What follows belongs to an exercise in optimizing a design on an open flow for small area and a short achievable clock period; a production flow would make more cautious choices. No activity file was given, so power comes from the tool's default toggle rates.

== run 3 ==
Design SCPU, start of the top module:
module SCPU(clk, rst_n, in_valid, instruction, MEM_out, busy, out_valid, out0, out1, out2, out3, out4, out5, out6, out7, out8, out9, out10, out11, out12, out13, out14, out15, WEN, ADDR, MEM_in);
Size: about 440 flip-flops, ~29000 um^2 of cells after synthesis.
==> flow/config.mk <==
export PLATFORM = sky130hd
export DESIGN_NAME = SCPU
export DESIGN_NICKNAME = SCPU
export VERILOG_FILES = /design/flow/design.v
export SDC_FILE = /design/flow/constraint.sdc
export NUM_CORES = 8
export LEC_CHECK = 0
export ABC_AREA = 1
export CAP_MARGIN = 10
export CORE_MARGIN = 2
export CORE_UTILIZATION = 40
export CTS_CLUSTER_DIAMETER = 100
export CTS_CLUSTER_SIZE = 25
export SETUP_SLACK_MARGIN = 5
export SLEW_MARGIN = 10
export SYNTH_HIERARCHICAL = 1
export SYNTH_MINIMUM_KEEP_SIZE = 0
export TNS_END_PERCENT = 20
==> flow/constraint.sdc <==
create_clock -name core_clock -period 8.0 [get_ports {clk}]
set_input_delay 1.6000 -clock core_clock [delete_from_list [all_inputs] [get_ports {clk}]]
set_output_delay 1.6000 -clock core_clock [all_outputs]
set_load 0.01 [all_outputs]
standard.sh (not shown) runs the stock make flow with config.mk's settings and CLKGATE_MAP_FILE= SYNTH_SCRIPT=/design/flow/synth_recipe.tcl, a recipe that flattens the netlist after the stock synthesis.
==> flow/flow/run.sh <==
#!/bin/bash
set -euo pipefail
bash standard.sh "BUFFER_PORTS_ARGS=-buffer_cell sky130_fd_sc_hd__buf_1" finish > standard.log 2>&1
The flow did not stop early for run 3: all stages ran, and the layout cleared the timing, DRC and antenna checks.
The inputs of run 4 differ from those of run 3 as listed below.
diff --git a/flow/design.v b/flow/design.v
--- a/flow/design.v
+++ b/flow/design.v
@@ -97,21 +97,19 @@
   A <= rdA;
   B <= rdB;
   s0_r <= s0_n; s10_r <= s10_n; s11_r <= s11_n;
   c4_r <= c4_n; c80_r <= c80_n; c81_r <= c81_n;
   ahp1_r <= ahp1_n;
 end
 assign WEN = wen_r;
 wire [4:0] hx1 = c81_r ? ahp1_r : A[12:8];
 wire [4:0] hx0 = c80_r ? ahp1_r : A[12:8];
-wire [8:0] ahi;
-scpu_amux u_amux(.s(c4_r), .a({hx0, s10_r}), .b({hx1, s11_r}), .y(ahi));
-assign ADDR = {ahi, s0_r};
+assign ADDR = {c4_r ? hx1 : hx0, c4_r ? s11_r : s10_r, s0_r};
 assign MEM_in = B;
 wire [86:0] mrow;
 wire [15:0] r1_n;
 wire r2b_n;
 wire [15:0] xi_s2_a = A;
 wire [15:0] xi_s2_b = B;
 wire [2:0] xi_s2_op = op1;
 wire [7:0] xi_s2_f = f1[7:0];
 wire [86:0] xo_s2_m;
@@ -704,29 +702,28 @@
 assign ffc23 = (q27_0 & q27_1) | (q27_0 & q27_2) | (q27_1 & q27_2);
 assign ffs24 = q28_0 ^ q28_1 ^ q28_2;
 assign ffc24 = (q28_0 & q28_1) | (q28_0 & q28_2) | (q28_1 & q28_2);
 assign fhs2 = q29_0 ^ q29_1;
 assign fhc2 = q29_0 & q29_1;
 wire [31:0] fs = {q31_0, q30_0, ffc24, ffc23, ffc22, ffc21, ffc20, ffc19, ffc18, ffc17, ffc16, ffc15, ffc14, ffc13, ffc12, ffc11, ffc10, ffc9, ffc8, ffc7, ffc6, ffc5, ffc4, ffc3, ffc2, ffc1, ffc0, fhc1, fhc0, q2_2, q1_0, q0_0};
 wire [31:0] fc = {1'b0, fhc2, fhs2, ffs24, ffs23, ffs22, ffs21, ffs20, ffs19, ffs18, ffs17, ffs16, ffs15, ffs14, ffs13, ffs12, ffs11, ffs10, ffs9, ffs8, ffs7, ffs6, ffs5, ffs4, ffs3, ffs2, ffs1, ffs0, fhs1, fhs0, 1'b0, q0_1};
 wire [31:0] p = fs + fc;
 wire [15:0] x1 = ld ? mo : r1;
-wire [15:0] w1a, w2a, w1b, w2b;
-scpu_wmux u_wa(.mul(mul), .p(p), .x1(x1), .r2b(r2b), .w1(w1a), .w2(w2a));
-scpu_wmux u_wb(.mul(mul), .p(p), .x1(x1), .r2b(r2b), .w1(w1b), .w2(w2b));
+wire [15:0] w1 = mul ? p[31:16] : x1;
+wire [15:0] w2 = mul ? p[15:0] : {15'd0, r2b};
 genvar g;
 for (g = 0; g < 16; g = g + 1) begin : wb
   wire s2 = we2 && d2 == g;
   wire s1 = we1 && d1 == g && !s2;
   wire h = !(s1 | s2);
   genvar k;
   for (k = 0; k < 16; k = k + 1) begin : bt
-    scpu_wbit u(.s2(s2), .w2(g < 8 ? w2a[k] : w2b[k]), .s1(s1), .w1(g < 8 ? w1a[k] : w1b[k]), .h(h), .q(r[16*g+k]), .d(nr[16*g+k]));
+    scpu_wbit u(.s2(s2), .w2(w2[k]), .s1(s1), .w1(w1[k]), .h(h), .q(r[16*g+k]), .d(nr[16*g+k]));
   end
 end
 end
 assign out_valid = ov;
 always @(posedge clk or negedge rst_n)
   if (!rst_n) begin
     ov <= 1'b0;
     out0 <= 16'd0;
     out1 <= 16'd0;
@@ -758,32 +755,18 @@
     out9 <= nrf[159:144];
     out10 <= nrf[175:160];
     out11 <= nrf[191:176];
     out12 <= nrf[207:192];
     out13 <= nrf[223:208];
     out14 <= nrf[239:224];
     out15 <= nrf[255:240];
   end
 endmodule
-module scpu_wmux(mul, p, x1, r2b, w1, w2);
-input mul, r2b;
-input [31:0] p;
-input [15:0] x1;
-output [15:0] w1, w2;
-assign w1 = mul ? p[31:16] : x1;
-assign w2 = mul ? p[15:0] : {15'd0, r2b};
-endmodule
-module scpu_amux(s, a, b, y);
-input s;
-input [8:0] a, b;
-output [8:0] y;
-assign y = s ? b : a;
-endmodule
 module scpu_dec4(a, y);
 input [3:0] a;
 output [15:0] y;
 assign y = 16'd1 << a;
 endmodule
 module scpu_wbit(s2, w2, s1, w1, h, q, d);
 input s2, w2, s1, w1, h, q;
 output d;
 assign d = (s2 & w2) | (s1 & w1) | (h & q);
==> run summary <==
Total power of run 4 is lower than that of run 3. Number of clock sinks came out exactly the same in run 3 and run 4. Run 4 reports a higher final hold slack than run 3 does. From run 3 to run 4 the numbers moved as follows: number of inserted diodes rose by 3; fraction of power spent switching nets stayed essentially flat; die area lost 1200 um^2. [compare] base=run 3 new=run 4: cell count has decreased, area after synthesis has decreased, non-clock buffer total of the final layout has decreased, clock group share of total power has increased, total non-filler cell area in the finished layout has decreased.
No functional check of the RTL was part of any run of this note.

static timing again, ports no longer ideal:
No port has a modelled driver above. Below, the same layouts with a new extraction and two added sets of constraints. Step 1: set_driving_cell puts a clkbuf_16 on clk and a buf_2 on each other input, an assumption about the parent block. Step 2, shift: input delay + t, output delay - t, t = (earliest + latest rising clock arrival at the registers) / 2. This alone moves slack from input paths to output paths. a / b / c = ideal / step 1 / step 2; a / b = the first two.
run | t (ns) | setup WS [ns] | worst hold slack (ns)
run 3 | 0.686 | 4.834 / 4.766 / 4.143 | 0.362 / 0.362 / 0.362
run 4 | 0.695 | 4.571 / 4.500 / 4.237 | 0.430 / 0.430 / 0.430
After both steps every run listed still meets setup and hold. For run 3, which loses most, drivers alone change the setup slack by -0.068 ns; drivers and shift together by -0.691 ns.
